Background: an optimization exercise with open tools, aiming at small area. Do not read the settings as production practice.
In this exercise RTL edits were held to simulation tests only and were not proved equivalent to the original.
Power figures rest on the tool's default switching activity, not on a simulated workload.

==> inputs of job 2178 <==
==> flow/design.v <==
module mvm_uart_system (
    input  logic clk,
    input  logic rstn,
    input  logic rx,
    output logic tx
);
    localparam logic [1:0] M_RX = 2'd0, M_CMP = 2'd1, M_TX = 2'd2;
    logic [1:0] mode;
    logic [3:0] ph;      
    logic [7:0] cnt;     
    logic [1:0] bj;      
    logic [2:0] c;       
    logic [2:0] r;       
    logic       xp;      
    wire rx_mode  = (mode == M_RX);
    wire cmp_mode = (mode == M_CMP);
    wire tx_mode  = (mode == M_TX);
    wire cnt_zero = (cnt == 8'd0);
    wire [3:0] bitn = cnt[7:4];
    wire go = rx_mode  ? ~rx :
              cmp_mode ? (ph == {r[0], 3'b000}) :
                         (ph == 4'd0);
    wire last = rx_mode  ? (cnt == 8'd143) :
                cmp_mode ? (cnt == 8'd39) :
                           (cnt == 8'd159);
    wire rx_data = rx_mode & (bitn != 4'd0);
    wire rx_adv  = rx_data & (cnt[3:0] == 4'd15);
    wire wbase   = rx_data & (ph[2:0] == c);
    always_ff @(posedge clk or negedge rstn) begin
        if (!rstn) begin
            ph <= '0;
        end else begin
            ph <= ph + 4'd1;
        end
    end
    always_ff @(posedge clk or negedge rstn) begin
        if (!rstn) begin
            mode <= M_RX;
            cnt  <= '0;
            bj   <= '0;
            c    <= '0;
            r    <= '0;
            xp   <= 1'b0;
        end else begin
            if ((cnt_zero & ~go) | last)
                cnt <= '0;
            else
                cnt <= cnt + 8'd1;
            if (rx_adv) begin
                if (!xp) begin
                    if (bj == 2'd2) begin
                        bj <= '0;
                        c  <= c + 3'd1;
                        if (c == 3'd7) begin
                            r <= r + 3'd1;
                            if (r == 3'd7) xp <= 1'b1;
                        end
                    end else begin
                        bj <= bj + 2'd1;
                    end
                end else begin
                    bj <= bj + 2'd1;
                    if (bj == 2'd3) begin
                        c <= c + 3'd1;
                        if (c == 3'd7) begin
                            xp   <= 1'b0;
                            mode <= M_CMP;
                        end
                    end
                end
            end
            if (cmp_mode & last)
                mode <= M_TX;
            if (tx_mode & last) begin
                bj <= bj + 2'd1;
                if (bj == 2'd3) begin
                    r    <= r + 3'd1;
                    mode <= (r == 3'd7) ? M_RX : M_CMP;
                end
            end
        end
    end
    logic [15:0] kl [12];
    logic [7:0]  xl [4];
    logic [11:0] ktail;
    logic [3:0]  xc;
    genvar g;
    for (g = 0; g < 12; g++) begin : g_kloop
        wire we = wbase & ~xp & (ph[3] == r[0]) &
                  (r[2:1] == 2'(g / 3)) & (bj == 2'(g % 3));
        always_ff @(posedge clk)
            kl[g] <= {kl[g][14:0], we ? rx : kl[g][15]};
        assign ktail[g] = kl[g][15];
    end
    for (g = 0; g < 4; g++) begin : g_xloop
        wire we = wbase & xp & (bj == 2'(g));
        always_ff @(posedge clk)
            xl[g] <= {xl[g][6:0], we ? rx : xl[g][7]};
        assign xc[g] = xl[g][7];
    end
    logic [9:0] R;
    wire k      = ktail[{r[2:1], 2'b00} - {2'b00, r[2:1]} + {2'b00, cnt[5:4]}];
    wire acc    = cmp_mode & ~cnt[3] & k;
    wire neg    = cnt[5];
    wire [3:0] op  = acc ? (xc ^ {4{neg}}) : 4'd0;
    wire       cin = acc & neg;
    wire [7:0] cin_v = cmp_mode & cnt_zero ? 8'd0 : R[9:2];
    wire [7:0] sum   = cin_v + {{4{op[3]}}, op} + {7'd0, cin};
    wire shift = (cmp_mode & ((cnt == 8'd8) | (cnt == 8'd24))) |
                 (tx_mode & (cnt[3:0] == 4'd15) & (bitn != 4'd0) & (bitn != 4'd9));
    always_ff @(posedge clk) begin
        if (shift)
            R <= {R[9], R[9:1]};
        else
            R <= {sum, R[1:0]};
    end
    always_comb begin
        if (!tx_mode)
            tx = 1'b1;
        else if (bitn == 4'd0)
            tx = cnt_zero & ~go;
        else if (bitn == 4'd9)
            tx = 1'b1;
        else
            tx = R[0];
    end
endmodule
==> flow/run.sh <==
#!/bin/bash
# synth_recipe.tcl (not shown) runs the flow's synth.tcl, then flattens the netlist and writes it again
# the make line also repeats each setting of config.mk as NAME=value (left out here)
make -C /OpenROAD-flow-scripts/flow DESIGN_CONFIG=/design/flow/config.mk WORK_HOME=/design/flow/orfs CLKGATE_MAP_FILE= SYNTH_SCRIPT=/design/flow/synth_recipe.tcl finish
==> flow/config.mk <==
export PLATFORM = sky130hd
export DESIGN_NAME = mvm_uart_system
export DESIGN_NICKNAME = mvm_uart_system
export VERILOG_FILES = /design/flow/design.v
export SDC_FILE = /design/flow/constraint.sdc
export NUM_CORES = 4
export LEC_CHECK = 0
export CAP_MARGIN = 20
export CORE_MARGIN = 2
export CORE_UTILIZATION = 40
export SLEW_MARGIN = 20
==> flow/constraint.sdc <==
create_clock -name core_clock -period 10.0 [get_ports {clk}]
set_input_delay 2.0000 -clock core_clock [delete_from_list [all_inputs] [get_ports {clk}]]
set_output_delay 2.0000 -clock core_clock [all_outputs]
set_load 0.01 [all_outputs]
==> job 7490: changes against job 2178 <==
==> flow/design.v, changed modules only <==
module mvm_uart_system (
    input  logic clk,
    input  logic rstn,
    input  logic rx,
    output logic tx
);
    localparam logic [1:0] M_RXK = 2'd0, M_RXX = 2'd1, M_CMP = 2'd2, M_TX = 2'd3;
    logic [1:0] mode;
    logic [3:0] ph;      
    logic [7:0] cnt;     
    logic [1:0] bj;      
    logic [2:0] c;       
    logic [2:0] r;       
    wire rx_mode  = ~mode[1];
    wire xp       = (mode == M_RXX);
    wire cmp_mode = (mode == M_CMP);
    wire tx_mode  = (mode == M_TX);
    wire cnt_zero = (cnt == 8'd0);
    wire [3:0] bitn = cnt[7:4];
    wire go = rx_mode  ? ~rx :
              cmp_mode ? ((ph[2:0] == 3'd0) & (ph[3] == r[0])) :
                         1'b1;
    wire last = (cnt[3:0] == 4'd15) &
                (bitn == (rx_mode ? 4'd8 : cmp_mode ? 4'd4 : 4'd9));
    wire rx_data = rx_mode & (bitn != 4'd0);
    wire rx_adv  = rx_data & (cnt[3:0] == 4'd15);
    wire tx_end  = tx_mode & last;
    wire bj_step = rx_adv | tx_end;
    wire bj_wrap = (bj == 2'd3) | (~xp & ~tx_mode & (bj == 2'd2));
    wire c_step  = rx_adv & bj_wrap;
    wire r_step  = (c_step & ~xp & (c == 3'd7)) | (tx_end & (bj == 2'd3));
    wire wbase   = rx_data & (ph[2:0] == c);
    always_ff @(posedge clk or negedge rstn) begin
        if (!rstn) begin
            ph <= '0;
        end else begin
            ph <= ph + 4'd1;
        end
    end
    always_ff @(posedge clk or negedge rstn) begin
        if (!rstn) begin
            mode <= M_RXK;
            cnt  <= '0;
            bj   <= '0;
            c    <= '0;
            r    <= '0;
        end else begin
            cnt[7:4] <= last ? 4'd0 : cnt[7:4] + {3'd0, cnt[3:0] == 4'd15};
            cnt[3:0] <= {cnt[3:1] + {2'd0, cnt[0]}, ~cnt[0] & ~(cnt_zero & ~go)};
            if (bj_step) bj <= bj_wrap ? 2'd0 : bj + 2'd1;
            if (c_step)  c  <= c + 3'd1;
            if (r_step)  r  <= r + 3'd1;
            if (c_step & (c == 3'd7) & (xp | (r == 3'd7)))
                mode <= xp ? M_CMP : M_RXX;
            if (last & cmp_mode)
                mode <= M_TX;
            if (r_step & tx_mode)
                mode <= (r == 3'd7) ? M_RXK : M_CMP;
        end
    end
    logic [15:0] kl [12];
    logic [7:0]  xl [4];
    logic [11:0] ktail;
    logic [3:0]  xc;
    genvar g;
    for (g = 0; g < 12; g++) begin : g_kloop
        wire we = wbase & ~xp & (ph[3] == r[0]) &
                  (r[2:1] == 2'(g / 3)) & (bj == 2'(g % 3));
        always_ff @(posedge clk)
            kl[g] <= {kl[g][14:0], we ? rx : kl[g][15]};
        assign ktail[g] = kl[g][15];
    end
    for (g = 0; g < 4; g++) begin : g_xloop
        wire we = wbase & xp & (bj == 2'(g));
        always_ff @(posedge clk)
            xl[g] <= {xl[g][6:0], we ? rx : xl[g][7]};
        assign xc[g] = xl[g][7];
    end
    logic [9:0] R;
    logic [2:0] krow;    
    always_comb
        case (r[2:1])
            2'd0: krow = ktail[2:0];
            2'd1: krow = ktail[5:3];
            2'd2: krow = ktail[8:6];
            default: krow = ktail[11:9];
        endcase
    wire zfill  = cmp_mode & (bitn == 4'd0);
    wire [1:0] j = {bitn[2] | (bitn[1] & bitn[0]), ~bitn[0]};
    wire x      = xc[j];
    wire acc    = cmp_mode & ~cnt[3] & x;
    wire neg    = bitn[2];
    wire [2:0] op  = acc ? (krow ^ {3{neg}}) : 3'd0;
    wire       cin = acc & neg;
    wire [6:0] opx = {{4{op[2]}}, op};
    logic [7:0] cy;
    logic [6:0] sum;
    assign cy[0] = cin;
    for (genvar i = 0; i < 7; i++) begin : g_fa
        assign sum[i]  = R[i+3] ^ opx[i] ^ cy[i];
        assign cy[i+1] = (R[i+3] & opx[i]) | (R[i+3] & cy[i]) | (opx[i] & cy[i]);
    end
    wire shift = zfill |
                 ((cnt[3:0] == 4'd15) &
                  ((cmp_mode & ~bitn[2]) |
                   (tx_mode & (bitn != 4'd0) & (bitn != 4'd9))));
    always_ff @(posedge clk) begin
        if (shift)
            R <= {R[9] & ~zfill, R[9:1]};
        else
            R <= {sum, R[2:0]};
    end
    assign tx = ~tx_mode | (bitn == 4'd9) | ((bitn != 4'd0) & R[0]);
endmodule
==> flow/flow/run.sh (new file) <==
#!/bin/bash
# Own layout flow: the standard ORFS flow (standard.sh) with two changes:
#  - Yosys's technology mapping uses an area-oriented ABC script (flow/abc_area.script)
#    in place of ORFS's speed script; registers and names are untouched.
#  - clock tree synthesis uses mid-size clock buffers and no dummy loads.
# Each tool's full output goes to logs in this folder (standard.log, and ORFS's own
# per-step logs under orfs/logs/).
set -euo pipefail
W=$PWD
S=$W/scripts_area
rm -rf "$S"
cp -r "$FLOW_HOME/scripts" "$S"
cp "$W/flow/abc_area.script" "$S/abc_speed.script"
CTS=$(cat "$W/flow/cts_args")
bash "$W/standard.sh" "SCRIPTS_DIR=$S" "CTS_ARGS=$CTS" finish > "$W/standard.log" 2>&1
==> flow/flow/abc_area.script (new file) <==
&get -n
&st
&dch
&nf -R 1000
&put
topo
dnsize -c
==> flow/flow/cts_args (new file) <==
-sink_clustering_enable -repair_clock_nets -dont_use_dummy_load -buf_list sky130_fd_sc_hd__clkbuf_8 -sink_clustering_size 21 -sink_clustering_max_diameter 70
==> flow/standard.sh (new file) <==
#!/bin/bash
# synth_recipe.tcl (not shown) runs the flow's synth.tcl, then flattens the netlist and writes it again
# the make line also repeats each setting of config.mk as NAME=value (left out here)
make -C /OpenROAD-flow-scripts/flow DESIGN_CONFIG=/design/flow/config.mk WORK_HOME=/design/flow/orfs CLKGATE_MAP_FILE= SYNTH_SCRIPT=/design/flow/synth_recipe.tcl "${@:-finish}"
Settings changed: CORE_UTILIZATION 40 to 60.
removed: flow/run.sh
==> job 8278: changes against job 2178 <==
==> flow/design.v, changed modules only <==
module mvm_uart_system (
    input  logic clk,
    input  logic rstn,
    input  logic rx,
    output logic tx
);
    localparam logic [1:0] M_RXK = 2'd0, M_RXX = 2'd1, M_CMP = 2'd2, M_TX = 2'd3;
    logic [1:0] mode;
    logic [3:0] ph;      
    logic [7:0] cnt;     
    logic [1:0] bj;      
    logic [2:0] c;       
    logic [2:0] r;       
    wire rx_mode  = ~mode[1];
    wire xp       = (mode == M_RXX);
    wire cmp_mode = (mode == M_CMP);
    wire tx_mode  = (mode == M_TX);
    wire cnt_zero = (cnt == 8'd0);
    wire [3:0] bitn = cnt[7:4];
    wire go = rx_mode  ? ~rx :
              cmp_mode ? ((ph[2:0] == 3'd0) & (ph[3] == r[0])) :
                         1'b1;
    wire last = (cnt[3:0] == 4'd15) &
                (bitn == (rx_mode ? 4'd8 : cmp_mode ? 4'd2 : 4'd9));
    wire rx_data = rx_mode & (bitn != 4'd0);
    wire rx_adv  = rx_data & (cnt[3:0] == 4'd15);
    wire wbase   = rx_data & (ph[2:0] == c);
    always_ff @(posedge clk or negedge rstn) begin
        if (!rstn) begin
            ph <= '0;
        end else begin
            ph <= ph + 4'd1;
        end
    end
    always_ff @(posedge clk or negedge rstn) begin
        if (!rstn) begin
            mode <= M_RXK;
            cnt  <= '0;
            bj   <= '0;
            c    <= '0;
            r    <= '0;
        end else begin
            if ((cnt_zero & ~go) | last)
                cnt <= '0;
            else
                cnt <= cnt + 8'd1;
            if (rx_adv) begin
                if (!xp) begin
                    if (bj == 2'd2) begin
                        bj <= '0;
                        c  <= c + 3'd1;
                        if (c == 3'd7) begin
                            r <= r + 3'd1;
                            if (r == 3'd7) mode <= M_RXX;
                        end
                    end else begin
                        bj <= bj + 2'd1;
                    end
                end else begin
                    bj <= bj + 2'd1;
                    if (bj == 2'd3) begin
                        c <= c + 3'd1;
                        if (c == 3'd7) mode <= M_CMP;
                    end
                end
            end
            if (cmp_mode & last)
                mode <= M_TX;
            if (tx_mode & last) begin
                bj <= bj + 2'd1;
                if (bj == 2'd3) begin
                    r    <= r + 3'd1;
                    mode <= (r == 3'd7) ? M_RXK : M_CMP;
                end
            end
        end
    end
    logic [15:0] kl [12];
    logic [7:0]  xl [4];
    logic [11:0] ktail;
    logic [3:0]  xc;
    genvar g;
    for (g = 0; g < 12; g++) begin : g_kloop
        wire we = wbase & ~xp & (ph[3] == r[0]) &
                  (r[2:1] == 2'(g / 3)) & (bj == 2'(g % 3));
        always_ff @(posedge clk)
            kl[g] <= {kl[g][14:0], we ? rx : kl[g][15]};
        assign ktail[g] = kl[g][15];
    end
    for (g = 0; g < 4; g++) begin : g_xloop
        wire we = wbase & xp & (bj == 2'(g));
        always_ff @(posedge clk)
            xl[g] <= {xl[g][6:0], we ? rx : xl[g][7]};
        assign xc[g] = xl[g][7];
    end
    logic [9:0] R;
    logic [2:0] krow;
    always_comb
        case (r[2:1])
            2'd0: krow = ktail[2:0];
            2'd1: krow = ktail[5:3];
            2'd2: krow = ktail[8:6];
            default: krow = ktail[11:9];
        endcase
    wire k      = cnt[5] ? krow[2] : cnt[4] ? krow[1] : krow[0];
    wire acc    = cmp_mode & ~cnt[3] & k;
    wire neg    = cnt[5];
    wire [3:0] op  = acc ? (xc ^ {4{neg}}) : 4'd0;
    wire       cin = acc & neg;
    wire [7:0] cin_v = cmp_mode & cnt_zero ? 8'd0 : R[9:2];
    wire [7:0] opx = {{4{op[3]}}, op};
    logic [8:0] cy;
    logic [7:0] sum;
    assign cy[0] = cin;
    for (genvar i = 0; i < 8; i++) begin : g_fa
        assign sum[i]  = cin_v[i] ^ opx[i] ^ cy[i];
        assign cy[i+1] = (cin_v[i] & opx[i]) | (cin_v[i] & cy[i]) | (opx[i] & cy[i]);
    end
    wire shift = (cmp_mode & (cnt[3:0] == 4'd8) & ~cnt[5]) |
                 (tx_mode & (cnt[3:0] == 4'd15) & (bitn != 4'd0) & (bitn != 4'd9));
    always_ff @(posedge clk) begin
        if (shift)
            R <= {R[9], R[9:1]};
        else
            R <= {sum, R[1:0]};
    end
    assign tx = ~tx_mode | (bitn == 4'd9) | ((bitn != 4'd0) & R[0]);
endmodule
==> flow/flow/run.sh (new file) <==
#!/bin/bash
# Own layout flow: the standard ORFS flow (standard.sh) with two changes:
#  - Yosys's technology mapping uses an area-oriented ABC script (flow/abc_area.script)
#    in place of ORFS's speed script; registers and names are untouched.
#  - clock tree synthesis uses mid-size clock buffers and no dummy loads.
# Each tool's full output goes to logs in this folder (standard.log, and ORFS's own
# per-step logs under orfs/logs/).
set -euo pipefail
W=$PWD
S=$W/scripts_area
rm -rf "$S"
cp -r "$FLOW_HOME/scripts" "$S"
cp "$W/flow/abc_area.script" "$S/abc_speed.script"
CTS=$(cat "$W/flow/cts_args")
bash "$W/standard.sh" "SCRIPTS_DIR=$S" "CTS_ARGS=$CTS" finish > "$W/standard.log" 2>&1
==> flow/flow/abc_area.script (new file) <==
&get -n
&st
&dch
&nf -R 1000
&put
topo
dnsize -c
==> flow/flow/cts_args (new file) <==
-sink_clustering_enable -repair_clock_nets -dont_use_dummy_load -buf_list sky130_fd_sc_hd__clkbuf_8 -sink_clustering_size 23 -sink_clustering_max_diameter 50
==> flow/standard.sh (new file) <==
#!/bin/bash
# synth_recipe.tcl (not shown) runs the flow's synth.tcl, then flattens the netlist and writes it again
# the make line also repeats each setting of config.mk as NAME=value (left out here)
make -C /OpenROAD-flow-scripts/flow DESIGN_CONFIG=/design/flow/config.mk WORK_HOME=/design/flow/orfs CLKGATE_MAP_FILE= SYNTH_SCRIPT=/design/flow/synth_recipe.tcl "${@:-finish}"
removed: flow/run.sh
==> summary of the runs <==
Job 2178 completed without violations. Job 7490 went through all stages and came out clean. Job 8278 went through all stages and came out clean.
Final cell count: job 2178 > job 8278 > job 7490.
The lowest via count belongs to job 7490, the highest to job 2178.
Sequential share of layout area, highest first: job 7490, job 8278, job 2178.
Utilization, highest first: job 7490, job 2178, job 8278.
Routed wire length, lowest first: job 7490, job 8278, job 2178.
Of job 8278 and job 7490, job 8278 has the higher cell area (gap 4.7%, measured against job 7490).
Non-clock buffer count: job 7490 is higher than job 8278 (2).
Between job 7490 and job 8278, the lower worst setup slack is in job 8278 (gap 0.63 ns).
Of job 2178 and job 7490, job 2178 has the higher sequential power (gap about 6%, measured against job 7490).
==> figures <==
| item | job 2178 | job 7490 | job 8278 |
|---|---|---|---|
| Clock Tree Root | sky130_fd_sc_hd__clkbuf_16 | sky130_fd_sc_hd__clkbuf_8 | sky130_fd_sc_hd__clkbuf_8 |
| Total leakage power | 3.46 nW | 2.87 nW | 2.99 nW |
| Final HPWL from detailed placement | 6590 µm | 5280 µm | 5720 µm |
| Maximum single-stage delay on the critical path | 0.64 ns | 0.45 ns | 0.50 ns |
| Ratio of layout area to synthesized area | 1.150x | 1.067x | 1.086x |
| Net switching power of the design | 0.479 mW | 0.271 mW | 0.375 mW |
| Post-synthesis simple-gate area fraction | 0.0713 | 0.0534 | 0.0602 |
| Synthesized net count | 527 | 457 | 472 |
| Distinct cell type count of the synthesized netlist | 51 | 32 | 38 |
| Critical Path Fanout Max | 14 | 6 | 10 |
| Total length of routed wires | 10100 µm | 8190 µm | 8600 µm |
| Outcome | finished clean | finished clean | finished clean |
| Hold Crit Start | kl[8][13] | kl[8][8] | kl[8][4] |
| Fraction of area in multi-input gates | 0.212 | 0.172 | 0.188 |
| GR met1 Demand/Resource | 0.158 | 0.239 | 0.142 |
| Layout Skew | 0.00933 ns | 0.0584 ns | 0.0705 ns |
| Worst reg2reg setup slack | 5.55 ns | 5.62 ns | 4.99 ns |
| Total sequential power | 1.08 mW | 1.02 mW | 1.09 mW |
| Repair and plain buffers | 3 | 5 | 3 |

==> what the ideal ports hide <==
In the flow no input, the clock included, has a driving cell. The finished layouts below were timed again as built, in two steps. Step 1 (the two cells are an assumption about what drives the block):
set clk [get_ports {clk}]
set_driving_cell -lib_cell sky130_fd_sc_hd__clkbuf_16 $clk
set_driving_cell -lib_cell sky130_fd_sc_hd__buf_2 [delete_from_list [all_inputs] $clk]
Step 2, shift: input delay + t, output delay - t, t = (earliest + latest rising clock arrival at the registers) / 2. This alone moves slack from input paths to output paths. a / b / c = no drivers / after step 1 / after step 2; a / b = the first two.
| run | t (ns) | setup WS [ns] | hold slack, ns | clock arrival spread, ns |
|---|---|---|---|---|
| job 2178 | 0.540 | 5.123 / 5.083 / 5.549 | 0.317 / 0.317 / 0.317 | 0.011 / 0.011 |
| job 7490 | 0.506 | 5.620 / 5.620 / 5.620 | 0.286 / 0.286 / 0.286 | 0.059 / 0.059 |
| job 8278 | 0.514 | 4.987 / 4.987 / 4.987 | 0.275 / 0.275 / 0.275 | 0.072 / 0.071 |
After both steps setup and hold are still met in every run listed.
